From an optimization exercise on the open Yosys and OpenROAD flow, aimed at small area; shortcuts taken in it are not production practice.
Only simulation tests tie the RTL to the original design; equivalence was not proved.
Power and IR drop assume default switching activity.

==> flow/design.v (excerpt) <==
module memGame_Top(Clk, Rst, game_b, p1_b, p1_inputNum, seqDisp, p1Disp, pointDisp, r_LED, g_LED);
Size in the first run: ~650 cells after synthesis, ~4900 sq um of cells after synthesis.
export LEC_CHECK = 0
export ABC_AREA = 1
export CAP_MARGIN = 20
export CORE_MARGIN = 2
export CORE_UTILIZATION = 40
export CTS_BUF_LIST = sky130_fd_sc_hd__clkbuf_4 sky130_fd_sc_hd__clkbuf_8
export SLEW_MARGIN = 20
create_clock -name core_clock -period 20.0 [get_ports {Clk}]
standard.sh (not shown) runs the stock make flow with config.mk's settings and CLKGATE_MAP_FILE= SYNTH_SCRIPT=/design/flow/synth_recipe.tcl, a recipe that flattens the netlist after the stock synthesis.
==> flow/flow/run.sh <==
#!/bin/bash
# Own layout flow: the standard synthesis, then its combinational logic re-mapped with a
# stronger, area-oriented ABC script (flip-flops are left exactly as synthesis made them), then
# the standard layout steps, with the port buffers made with the smallest buffer cell.
set -euo pipefail
W=$(pwd)
R=$W/orfs/results/$FLOW_PLATFORM/memGame_Top/base
F=$W/flow
YOSYS=$(command -v yosys || echo "$FLOW_HOME/../tools/install/yosys/bin/yosys")
PDK=$FLOW_HOME/platforms/$FLOW_PLATFORM

# 1. standard synthesis
bash standard.sh synth > "$W/run_synth.log" 2>&1

# 2. re-map the combinational logic
cp "$R/1_2_yosys.v" "$W/1_2_yosys_standard.v"
export REOPT_LIB=$PDK/lib/sky130_fd_sc_hd__tt_025C_1v80.lib
export REOPT_DONT_USE="$(sed -n '/^export DONT_USE_CELLS/,/^$/p' "$PDK/config.mk" | grep -o 'sky130_fd_sc_hd__[a-z0-9_]*' | tr '\n' ' ')"
export REOPT_IN=$W/1_2_yosys_standard.v
# four ABC runs with different random seeds, in parallel; the smallest result is kept
for S in 0 1 2 3; do
  REOPT_OUT=$W/1_2_yosys_reopt$S.v REOPT_ABC=$F/area$S.abc \
    "$YOSYS" -c "$F/reopt.tcl" > "$W/run_reopt$S.log" 2>&1 &
done
wait
BEST=
BESTA=
for S in 0 1 2 3; do
  A=$(grep -o "Chip area for module '.memGame_Top': [0-9.]*" "$W/1_2_yosys_reopt$S.v.stat.txt" | awk '{print $NF}' || true)
  [[ -s "$W/1_2_yosys_reopt$S.v" && -n "$A" ]] || continue
  if [[ -z "$BEST" ]] || awk -v a="$A" -v b="$BESTA" 'BEGIN{exit !(a < b)}'; then BEST=$S; BESTA=$A; fi
done
echo "kept ABC run $BEST, area $BESTA" > "$W/run_reopt_choice.log"
cp "$W/1_2_yosys_reopt$BEST.v" "$R/1_2_yosys.v"
rm -f "$R/1_synth.odb" "$R/1_synth.sdc"

# 3. standard layout from the re-mapped netlist
export BUFFER_PORTS_ARGS="-buffer_cell sky130_fd_sc_hd__buf_1"
export CTS_ARGS="-sink_clustering_enable -repair_clock_nets -buf_list {sky130_fd_sc_hd__clkbuf_4 sky130_fd_sc_hd__clkbuf_8} -dont_use_dummy_load"
bash standard.sh > "$W/run_layout.log" 2>&1
==> flow/flow/area0.abc <==
strash
&get -n
&deepsyn -T 600 -S 0
&put
dch -f
amap
topo
==> flow/flow/area1.abc <==
strash
&get -n
&deepsyn -T 600 -S 1
&put
dch -f
amap
topo
==> flow/flow/area2.abc <==
strash
&get -n
&deepsyn -T 600 -S 2
&put
dch -f
amap
topo
==> flow/flow/area3.abc <==
strash
&get -n
&deepsyn -T 600 -S 3
&put
dch -f
amap
topo
==> flow/flow/reopt.tcl <==
# Re-map the combinational logic of the standard synthesis netlist with a stronger ABC script.
# Flip-flops stay as they are: same instances, names and cell types.
yosys -import
set lib $::env(REOPT_LIB)
set dont_use {}
foreach c $::env(REOPT_DONT_USE) { lappend dont_use -dont_use $c }
read_liberty -overwrite -setattr liberty_cell -ignore_miss_func $lib
read_verilog $::env(REOPT_IN)
hierarchy -top memGame_Top
blackbox sky130_fd_sc_hd__*df* sky130_fd_sc_hd__*dl* sky130_fd_sc_hd__conb_*
flatten
# wires that flattening the library cells created are internal
yosys rename -hide w:_*_.*
opt_clean -purge
tee -o $::env(REOPT_OUT).before.txt stat
abc -script $::env(REOPT_ABC) -liberty $lib {*}$dont_use
read_liberty -lib -overwrite $lib
opt_clean -purge
setundef -zero
splitnets
opt_clean -purge
hilomap -singleton -hicell sky130_fd_sc_hd__conb_1 HI -locell sky130_fd_sc_hd__conb_1 LO
insbuf -buf sky130_fd_sc_hd__buf_1 A X
tee -o $::env(REOPT_OUT).stat.txt stat -liberty $lib
check -assert -mapped
write_verilog -noattr -nohex -nodec $::env(REOPT_OUT)
The starting point finished clean.
Then changed:
--- a/flow/flow/run.sh
+++ b/flow/flow/run.sh
@@ -20,15 +20,4 @@
-# four ABC runs with different random seeds, in parallel; the smallest result is kept
-for S in 0 1 2 3; do
-  REOPT_OUT=$W/1_2_yosys_reopt$S.v REOPT_ABC=$F/area$S.abc \
-    "$YOSYS" -c "$F/reopt.tcl" > "$W/run_reopt$S.log" 2>&1 &
-done
-wait
-BEST=
-BESTA=
-for S in 0 1 2 3; do
-  A=$(grep -o "Chip area for module '.memGame_Top': [0-9.]*" "$W/1_2_yosys_reopt$S.v.stat.txt" | awk '{print $NF}' || true)
-  [[ -s "$W/1_2_yosys_reopt$S.v" && -n "$A" ]] || continue
-  if [[ -z "$BEST" ]] || awk -v a="$A" -v b="$BESTA" 'BEGIN{exit !(a < b)}'; then BEST=$S; BESTA=$A; fi
-done
-echo "kept ABC run $BEST, area $BESTA" > "$W/run_reopt_choice.log"
-cp "$W/1_2_yosys_reopt$BEST.v" "$R/1_2_yosys.v"
+export REOPT_OUT=$W/1_2_yosys_reopt.v
+export REOPT_ABC=$F/area.abc
+"$YOSYS" -c "$F/reopt.tcl" > "$W/run_reopt.log" 2>&1
+cp "$REOPT_OUT" "$R/1_2_yosys.v"
==> flow/flow/area.abc (new file) <==
strash
&get -n
&deepsyn -T 60
&put
dch -f
amap
topo
removed: flow/flow/area0.abc
removed: flow/flow/area1.abc
removed: flow/flow/area2.abc
removed: flow/flow/area3.abc
After rerunning:
- The changed run ran to the end with no violations
- die area increases by 2.2%
- clock skew increases by 4.4 ps
- final area increases by 2.7%
- sequential share of layout area decreases by 1.0 points
- cell count increases by 6.8%
- routed wire length increases by 2.6%
Then changed:
--- a/flow/flow/run.sh
+++ b/flow/flow/run.sh
@@ -19,5 +19,22 @@
-export REOPT_IN=$W/1_2_yosys_standard.v
-export REOPT_OUT=$W/1_2_yosys_reopt.v
-export REOPT_ABC=$F/area.abc
-"$YOSYS" -c "$F/reopt.tcl" > "$W/run_reopt.log" 2>&1
-cp "$REOPT_OUT" "$R/1_2_yosys.v"
+# two rounds of four ABC runs with different random seeds, in parallel; each round starts from
+# the smallest netlist so far, and the smallest result is kept
+BESTV=$W/1_2_yosys_standard.v
+BESTA=
+for ROUND in 0 1; do
+  for K in 0 1 2 3; do
+    S=$((ROUND * 4 + K))
+    REOPT_IN=$BESTV REOPT_OUT=$W/1_2_yosys_reopt$S.v REOPT_ABC=$F/area$S.abc \
+      "$YOSYS" -c "$F/reopt.tcl" > "$W/run_reopt$S.log" 2>&1 &
+  done
+  wait
+  for K in 0 1 2 3; do
+    S=$((ROUND * 4 + K))
+    A=$(grep -o "Chip area for module '.memGame_Top': [0-9.]*" "$W/1_2_yosys_reopt$S.v.stat.txt" 2>/dev/null | awk '{print $NF}' || true)
+    [[ -s "$W/1_2_yosys_reopt$S.v" && -n "$A" ]] || continue
+    if [[ -z "$BESTA" ]] || awk -v a="$A" -v b="$BESTA" 'BEGIN{exit !(a < b)}'; then
+      BESTV=$W/1_2_yosys_reopt$S.v; BESTA=$A
+    fi
+  done
+done
+echo "kept $BESTV, area $BESTA" > "$W/run_reopt_choice.log"
+cp "$BESTV" "$R/1_2_yosys.v"
==> flow/flow/area0.abc (new file) <==
strash
&get -n
&deepsyn -T 300 -S 0
&put
dch -f
amap
topo
==> flow/flow/area1.abc (new file) <==
strash
&get -n
&deepsyn -T 300 -S 1
&put
dch -f
amap
topo
==> flow/flow/area2.abc (new file) <==
strash
&get -n
&deepsyn -T 300 -S 2
&put
dch -f
amap
topo
==> flow/flow/area3.abc (new file) <==
strash
&get -n
&deepsyn -T 300 -S 3
&put
dch -f
amap
topo
==> flow/flow/area4.abc (new file) <==
strash
&get -n
&deepsyn -T 300 -S 4
&put
dch -f
amap
topo
==> flow/flow/area5.abc (new file) <==
strash
&get -n
&deepsyn -T 300 -S 5
&put
dch -f
amap
topo
==> flow/flow/area6.abc (new file) <==
strash
&get -n
&deepsyn -T 300 -S 6
&put
dch -f
amap
topo
==> flow/flow/area7.abc (new file) <==
strash
&get -n
&deepsyn -T 300 -S 7
&put
dch -f
amap
topo
removed: flow/flow/area.abc
Power goes down by 0.85%.
Cell area goes down by 2.6%.
Flip-flop and latch count is unchanged.
Then changed:
--- a/flow/flow/run.sh
+++ b/flow/flow/run.sh
@@ -19,3 +19,8 @@
-# two rounds of four ABC runs with different random seeds, in parallel; each round starts from
-# the smallest netlist so far, and the smallest result is kept
-BESTV=$W/1_2_yosys_standard.v
+export REOPT_IN=$W/1_2_yosys_standard.v
+# four ABC runs with different random seeds, in parallel; the smallest result is kept
+for S in 0 1 2 3; do
+  REOPT_OUT=$W/1_2_yosys_reopt$S.v REOPT_ABC=$F/area$S.abc \
+    "$YOSYS" -c "$F/reopt.tcl" > "$W/run_reopt$S.log" 2>&1 &
+done
+wait
+BEST=
@@ -23,15 +28,4 @@
-for ROUND in 0 1; do
-  for K in 0 1 2 3; do
-    S=$((ROUND * 4 + K))
-    REOPT_IN=$BESTV REOPT_OUT=$W/1_2_yosys_reopt$S.v REOPT_ABC=$F/area$S.abc \
-      "$YOSYS" -c "$F/reopt.tcl" > "$W/run_reopt$S.log" 2>&1 &
-  done
-  wait
-  for K in 0 1 2 3; do
-    S=$((ROUND * 4 + K))
-    A=$(grep -o "Chip area for module '.memGame_Top': [0-9.]*" "$W/1_2_yosys_reopt$S.v.stat.txt" 2>/dev/null | awk '{print $NF}' || true)
-    [[ -s "$W/1_2_yosys_reopt$S.v" && -n "$A" ]] || continue
-    if [[ -z "$BESTA" ]] || awk -v a="$A" -v b="$BESTA" 'BEGIN{exit !(a < b)}'; then
-      BESTV=$W/1_2_yosys_reopt$S.v; BESTA=$A
-    fi
-  done
+for S in 0 1 2 3; do
+  A=$(grep -o "Chip area for module '.memGame_Top': [0-9.]*" "$W/1_2_yosys_reopt$S.v.stat.txt" | awk '{print $NF}' || true)
+  [[ -s "$W/1_2_yosys_reopt$S.v" && -n "$A" ]] || continue
+  if [[ -z "$BEST" ]] || awk -v a="$A" -v b="$BESTA" 'BEGIN{exit !(a < b)}'; then BEST=$S; BESTA=$A; fi
@@ -39,2 +33,2 @@
-echo "kept $BESTV, area $BESTA" > "$W/run_reopt_choice.log"
-cp "$BESTV" "$R/1_2_yosys.v"
+echo "kept ABC run $BEST, area $BESTA" > "$W/run_reopt_choice.log"
+cp "$W/1_2_yosys_reopt$BEST.v" "$R/1_2_yosys.v"
==> flow/flow/area0.abc (replaced) <==
strash
&get -n
&deepsyn -T 150 -S 0
&put
dch -f
amap
topo
==> flow/flow/area1.abc (replaced) <==
strash
&get -n
&deepsyn -T 150 -S 1
&put
dch -f
amap
topo
==> flow/flow/area2.abc (replaced) <==
strash
&get -n
&deepsyn -T 150 -S 2
&put
dch -f
amap
topo
==> flow/flow/area3.abc (replaced) <==
strash
&get -n
&deepsyn -T 150 -S 3
&put
dch -f
amap
topo
removed: flow/flow/area4.abc
removed: flow/flow/area5.abc
removed: flow/flow/area6.abc
removed: flow/flow/area7.abc
What happened:
- The new run ran to the end with no violations
- critical path depth falls by 1
- setup slack gets worse by 320 ps
- final area goes up by 0.44%
Then changed:
==> flow/flow/area0.abc (replaced) <==
strash
&get -n
&deepsyn -T 60 -S 0
&put
dch -f
amap
topo
==> flow/flow/area1.abc (replaced) <==
strash
&get -n
&deepsyn -T 60 -S 1
&put
dch -f
amap
topo
==> flow/flow/area2.abc (replaced) <==
strash
&get -n
&deepsyn -T 60 -S 2
&put
dch -f
amap
topo
==> flow/flow/area3.abc (replaced) <==
strash
&get -n
&deepsyn -T 60 -S 3
&put
dch -f
amap
topo
The changed run went through all stages and came out clean.
Via count is about the same.
Worst setup slack improved by 130 ps.
Synthesized area goes up by 1.7%.
Combinational power rises by about 50%.
Critical path depth rose by 1.
Routed wire length climbs by about 3.5%.
Fmax rises by about 1.4%.
Cell count came out higher by 3.9%.

---

== willow ==
Another version of the RTL of memGame_Top (not shown whole).
Size: about 680 cells after synthesis, about 5200 um^2 of cells after synthesis.
Settings: LEC_CHECK=0, ABC_AREA=1, CAP_MARGIN=20, CORE_MARGIN=2, CORE_UTILIZATION=40, CTS_BUF_LIST=sky130_fd_sc_hd__clkbuf_4 sky130_fd_sc_hd__clkbuf_8, SLEW_MARGIN=20; clock period 20.0 ns.
==> flow/flow/run.sh <==
#!/bin/bash
# Own layout flow: the standard synthesis, then its combinational logic re-mapped with a
# stronger, area-oriented ABC script (flip-flops are left exactly as synthesis made them), then
# the standard layout steps, with the port buffers made with the smallest buffer cell.
set -euo pipefail
W=$(pwd)
R=$W/orfs/results/$FLOW_PLATFORM/memGame_Top/base
F=$W/flow
YOSYS=$(command -v yosys || echo "$FLOW_HOME/../tools/install/yosys/bin/yosys")
PDK=$FLOW_HOME/platforms/$FLOW_PLATFORM

# 1. standard synthesis
bash standard.sh synth > "$W/run_synth.log" 2>&1

# 2. re-map the combinational logic
cp "$R/1_2_yosys.v" "$W/1_2_yosys_standard.v"
export REOPT_LIB=$PDK/lib/sky130_fd_sc_hd__tt_025C_1v80.lib
export REOPT_DONT_USE="$(sed -n '/^export DONT_USE_CELLS/,/^$/p' "$PDK/config.mk" | grep -o 'sky130_fd_sc_hd__[a-z0-9_]*' | tr '\n' ' ')"
export REOPT_IN=$W/1_2_yosys_standard.v
export REOPT_OUT=$W/1_2_yosys_reopt.v
export REOPT_ABC=$F/area.abc
"$YOSYS" -c "$F/reopt.tcl" > "$W/run_reopt.log" 2>&1
cp "$REOPT_OUT" "$R/1_2_yosys.v"
rm -f "$R/1_synth.odb" "$R/1_synth.sdc"

# 3. standard layout from the re-mapped netlist
export BUFFER_PORTS_ARGS="-buffer_cell sky130_fd_sc_hd__buf_1"
export CTS_ARGS="-sink_clustering_enable -repair_clock_nets -buf_list {sky130_fd_sc_hd__clkbuf_4 sky130_fd_sc_hd__clkbuf_8} -sink_clustering_size 12 -sink_clustering_max_diameter 100 -dont_use_dummy_load"
bash standard.sh > "$W/run_layout.log" 2>&1
==> flow/flow/area.abc <==
strash
&get -n
&deepsyn -T 60
&put
dch -f
amap
topo
Scripts as last shown in full above: flow/flow/reopt.tcl
Edits applied to the flow inputs when going from willow to pepper:
-- flow/flow/run.sh --
<<< willow, line 28
export CTS_ARGS="-sink_clustering_enable -repair_clock_nets -buf_list {sky130_fd_sc_hd__clkbuf_4 sky130_fd_sc_hd__clkbuf_8} -sink_clustering_size 12 -sink_clustering_max_diameter 100 -dont_use_dummy_load"
>>> pepper, line 28
export CTS_ARGS="-sink_clustering_enable -repair_clock_nets -buf_list {sky130_fd_sc_hd__clkbuf_4 sky130_fd_sc_hd__clkbuf_8} -dont_use_dummy_load"
--- outcome ---
Summary of pepper over willow: slack of the critical path flat, number of DRC markers after the initial detailed-route iteration comparable, number of vias per cell after detailed routing saw little to no change.
#### Input delta (violet over pepper)
-- flow/flow/run.sh --
<<< pepper, line 28
export CTS_ARGS="-sink_clustering_enable -repair_clock_nets -buf_list {sky130_fd_sc_hd__clkbuf_4 sky130_fd_sc_hd__clkbuf_8} -dont_use_dummy_load"
>>> violet, line 28
export CTS_ARGS="-sink_clustering_enable -repair_clock_nets -buf_list {sky130_fd_sc_hd__clkbuf_8} -sink_clustering_size 25 -sink_clustering_max_diameter 300 -dont_use_dummy_load"
- Diff pepper -> violet: average wire per cell in the routed design has remained practically unchanged, power has remained practically unchanged, post-route minimum period has remained practically unchanged, hold slack has remained practically unchanged, utilization has remained practically unchanged.
- Final count of hold timing violations: pepper vs violet identical
- From pepper to violet the numbers moved as follows: net count after synthesis neither gained nor lost much; maximum frequency neither gained nor lost much.
- Diff pepper..violet | clock skew | unchanged
--- input diff violet..cedar ---
-- flow/flow/run.sh --
<<< violet, line 28
export CTS_ARGS="-sink_clustering_enable -repair_clock_nets -buf_list {sky130_fd_sc_hd__clkbuf_8} -sink_clustering_size 25 -sink_clustering_max_diameter 300 -dont_use_dummy_load"
>>> cedar, line 28
==> flow/flow/area.abc <==
strash
&get -n
&deepsyn -T 30
&put
dch -f
amap
topo
Notes after the runs:
- When cedar is measured against violet, its number of vias per cell after detailed routing turns out about 2.1% lower.
- cedar against violet: final-report hold violation count held, highest cell delay on the worst timing path went up 0.26 ns, wire length went up 43 um, worst path setup slack after routing went up 0.24 ns, internal power went up 3.1%.
- Diff violet and cedar: post-layout minimum cycle time higher in violet
- cedar -> violet: via count delta 0, exact match
- Re routability congestion estimate from global placement: cedar is 8.9% down on violet.
- cedar went all the way through the flow, and no timing, DRC or antenna check failed.
- violet was smaller in final cell area than cedar.

==> re-timing with driven ports <==
No port has a modelled driver above. Below, the same layouts with a new extraction and two added sets of constraints.
Step 1 assumes that a clkbuf_16 drives the clock port and a buf_2 every other input.
Step 2 moves the port delays by t, midway between the first and last clock arrival at a register: inputs arrive t later, outputs are due t later. That takes back most of the time a late clock gives input paths.
Three values: ideal, step 1, step 2; two values: the first two.
run	t, ns	setup slack, ns	hold slack, ns	worst register clock-pin slew, ns	worst data-port slew with drivers (ns)
the first run of note 1	0.386	10.575 / 10.541 / 10.926	0.410 / 0.410 / 0.410	0.08 / 0.08	0.04
the second run of note 1	0.380	9.921 / 9.886 / 10.266	0.424 / 0.424 / 0.424	0.08 / 0.08	0.03
the third run of note 1	0.386	10.575 / 10.541 / 10.926	0.410 / 0.410 / 0.410	0.08 / 0.08	0.04
the fourth run of note 1	0.380	10.258 / 10.227 / 10.607	0.408 / 0.408 / 0.408	0.08 / 0.08	0.04
the fifth run of note 1	0.380	10.390 / 10.355 / 10.734	0.419 / 0.419 / 0.419	0.09 / 0.09	0.03
willow	0.400	9.357 / 9.321 / 9.722	0.401 / 0.401 / 0.401	0.10 / 0.10	0.03
pepper	0.400	9.357 / 9.321 / 9.722	0.401 / 0.401 / 0.401	0.10 / 0.10	0.03
violet	0.400	9.357 / 9.321 / 9.722	0.401 / 0.401 / 0.401	0.10 / 0.10	0.03
cedar	0.413	9.597 / 9.560 / 9.974	0.427 / 0.427 / 0.427	0.11 / 0.11	0.03
After both steps setup and hold are still met in every run listed.
